What follows belongs to an exercise in optimizing a design on an open flow for small area; a production flow would make more cautious choices.
Only simulation tests tie the RTL to the original design; equivalence was not proved.
No activity file was given, so power comes from the tool's default toggle rates.

Design pipes, start of the top module:
module pipes (clk, rst, imem_addr, imem_data, dmem_addr, dmem_we, dmem_wdata, dmem_rdata);
	input clk;
	input rst;
	output [5:0] imem_addr;
	input [31:0] imem_data;
	output [10:0] dmem_addr;
	output dmem_we;
	output [15:0] dmem_wdata;
	input [15:0] dmem_rdata;
	reg [6:0]  pc;           
	reg [31:0] ir;           
	reg        ir_src;       
	reg [4:0]  ex_rt;
	reg [15:0] ex_imm;       
	reg [31:0] ex_an, ex_bn;  
	reg        ex_we;        
	reg        ex_st;        
	reg        ex_m2r;       
	reg [1:0]  ex_aluop;
	reg        ex_rdst;      
	reg [31:0] me_alu;
	reg [15:0] me_wd;
	reg [4:0]  me_dst;
	reg        me_we, me_st, me_m2r;
	reg [31:0] wb_val;
	reg [4:0]  wb_dst;
	reg        wb_we;
	reg        wb_keep;      
	wire [5:0] op = ir[31:26];
	wire [4:0] rs = ir[25:21];
	wire [4:0] rt = ir[20:16];
	wire [4:0] rd = ir[15:11];
	wire d_bne  = ~op[5] & op[0];
  ...
Settings: LEC_CHECK=0, CAP_MARGIN=20, CORE_MARGIN=2, CORE_UTILIZATION=40, CTS_CLUSTER_DIAMETER=80, CTS_CLUSTER_SIZE=25, PLACE_DENSITY=0.6, SLEW_MARGIN=20, SYNTH_HIERARCHICAL=1, SYNTH_MINIMUM_KEEP_SIZE=0; clock period 9.0 ns.
standard.sh (not shown) runs the stock make flow with config.mk's settings and CLKGATE_MAP_FILE= SYNTH_SCRIPT=/design/flow/synth_recipe.tcl, a recipe that flattens the netlist after the stock synthesis.
==> flow/flow/run.sh <==
#!/bin/bash
# The standard layout, with two changes: the clock tree gets no dummy
# loads (and larger leaf clusters), and the port buffers are buf_1 cells.
# The full make output goes to flow_make.log in this folder; each ORFS step
# also writes its own log under orfs/logs.
set -euo pipefail
bash standard.sh \
  "CTS_ARGS=-sink_clustering_enable -repair_clock_nets -dont_use_dummy_load -sink_clustering_size 25 -sink_clustering_max_diameter 80" \
  "BUFFER_PORTS_ARGS=-buffer_cell sky130_fd_sc_hd__buf_1" \
  finish > flow_make.log 2>&1
Then changed:
==> flow/flow/run.sh (replaced) <==
#!/bin/bash
# The standard layout, with three changes: the clock tree gets no dummy
# loads (and larger leaf clusters), the port buffers are buf_1 cells, and
# after global routing gates off the critical paths are sized down
# (RECOVER_POWER). The full make output goes to flow_make.log in this
# folder; each ORFS step also writes its own log under orfs/logs.
set -euo pipefail
bash standard.sh \
  "CTS_ARGS=-sink_clustering_enable -repair_clock_nets -dont_use_dummy_load -sink_clustering_size 25 -sink_clustering_max_diameter 80" \
  "BUFFER_PORTS_ARGS=-buffer_cell sky130_fd_sc_hd__buf_1" \
  "RECOVER_POWER=100" \
  finish > flow_make.log 2>&1
This time the run finished but failed the layout checks on max-capacitance violations, max-slew violations.
Global-route usage does not change.
Flip-flop and latch count is unchanged.
Register-to-register slack gets worse by 0.47 ns.
Then changed:
CORE_UTILIZATION = 45   (was 40)
PLACE_DENSITY = 0.62   (was 0.6)
After rerunning: The changed run finished but failed the layout checks on max-capacitance violations, max-slew violations; core utilization climbs by 5.6 points; clock power is higher by about 1%; wire length falls by 2.1%; power hardly moves; fmax went up by 2.1%; setup slack improves by 0.17 ns; area after synthesis stays the same.
Then changed:
==> flow/flow/run.sh (replaced) <==
#!/bin/bash
# The standard layout, with these changes: the clock tree gets no dummy
# loads (and larger leaf clusters), the port buffers are buf_1 cells, gates
# off the critical paths are sized down after global routing (RECOVER_POWER),
# and max slew and capacitance are repaired again after that (post_grt.tcl).
# The full make output goes to flow_make.log in this folder; each ORFS step
# also writes its own log under orfs/logs.
set -euo pipefail
here=$(pwd)
bash standard.sh \
  "CTS_ARGS=-sink_clustering_enable -repair_clock_nets -dont_use_dummy_load -sink_clustering_size 25 -sink_clustering_max_diameter 80" \
  "BUFFER_PORTS_ARGS=-buffer_cell sky130_fd_sc_hd__buf_1" \
  "RECOVER_POWER=100" \
  "POST_GLOBAL_ROUTE_TCL=$here/flow/post_grt.tcl" \
  finish > flow_make.log 2>&1
==> flow/flow/post_grt.tcl (new file) <==
# Runs at the end of ORFS's global route step (POST_GLOBAL_ROUTE_TCL), after
# the power recovery that RECOVER_POWER turns on: that recovery sizes gates
# down without regard to max slew or capacitance, so repair those again, with
# the same margins as the rest of the flow, and reroute the nets it touched.
estimate_parasitics -global_routing
repair_design_helper
global_route -start_incremental
detailed_placement
global_route -end_incremental \
  -congestion_report_file $::env(REPORTS_DIR)/congestion_post_grt_hook.rpt
estimate_parasitics -global_routing
report_check_types -max_slew -max_capacitance -violators
write_guides $::env(RESULTS_DIR)/route.guide
CORE_UTILIZATION = 40   (was 45)
PLACE_DENSITY = 0.6   (was 0.62)
=> The new run completed without violations. Setup slack is better by 0.45 ns. Sequential cell count does not change. Hold slack is about the same. Area after synthesis stays the same. Cell area is higher slightly. Cell count is higher by a few percent. Die area is higher by roughly a tenth. Combinational power hardly moves. Clock-buffer cell count is lower by 2. Via count is higher slightly. Power barely changes.

==> what the ideal ports hide <==
No port has a modelled driver above. Below, the same layouts with a new extraction and two added sets of constraints. Step 1: set_driving_cell puts a clkbuf_16 on clk and a buf_2 on each other input, an assumption about the parent block. Step 2 also shifts input and output timing later by t, the mid clock arrival at the registers, as if the neighbouring blocks saw the same clock. Three values: no drivers, after step 1, after step 2; two values: the first two.
| run | t (ns) | slack for setup (ns) | hold slack, ns | worst setup path at the end | clock arrival spread, ns |
|---|---|---|---|---|---|
| the first run | 0.778 | 1.507 / 1.432 / 2.211 | 0.334 / 0.334 / 0.334 | register to output | 0.121 / 0.121 |
| the second run | 0.774 | 0.549 / 0.473 / 1.248 | 0.334 / 0.334 / 0.334 | register to output | 0.115 / 0.115 |
| the third run | 0.786 | 0.719 / 0.648 / 1.434 | 0.334 / 0.334 / 0.334 | register to output | 0.116 / 0.117 |
| the fourth run | 0.774 | 1.169 / 1.094 / 1.868 | 0.334 / 0.334 / 0.334 | register to output | 0.121 / 0.122 |
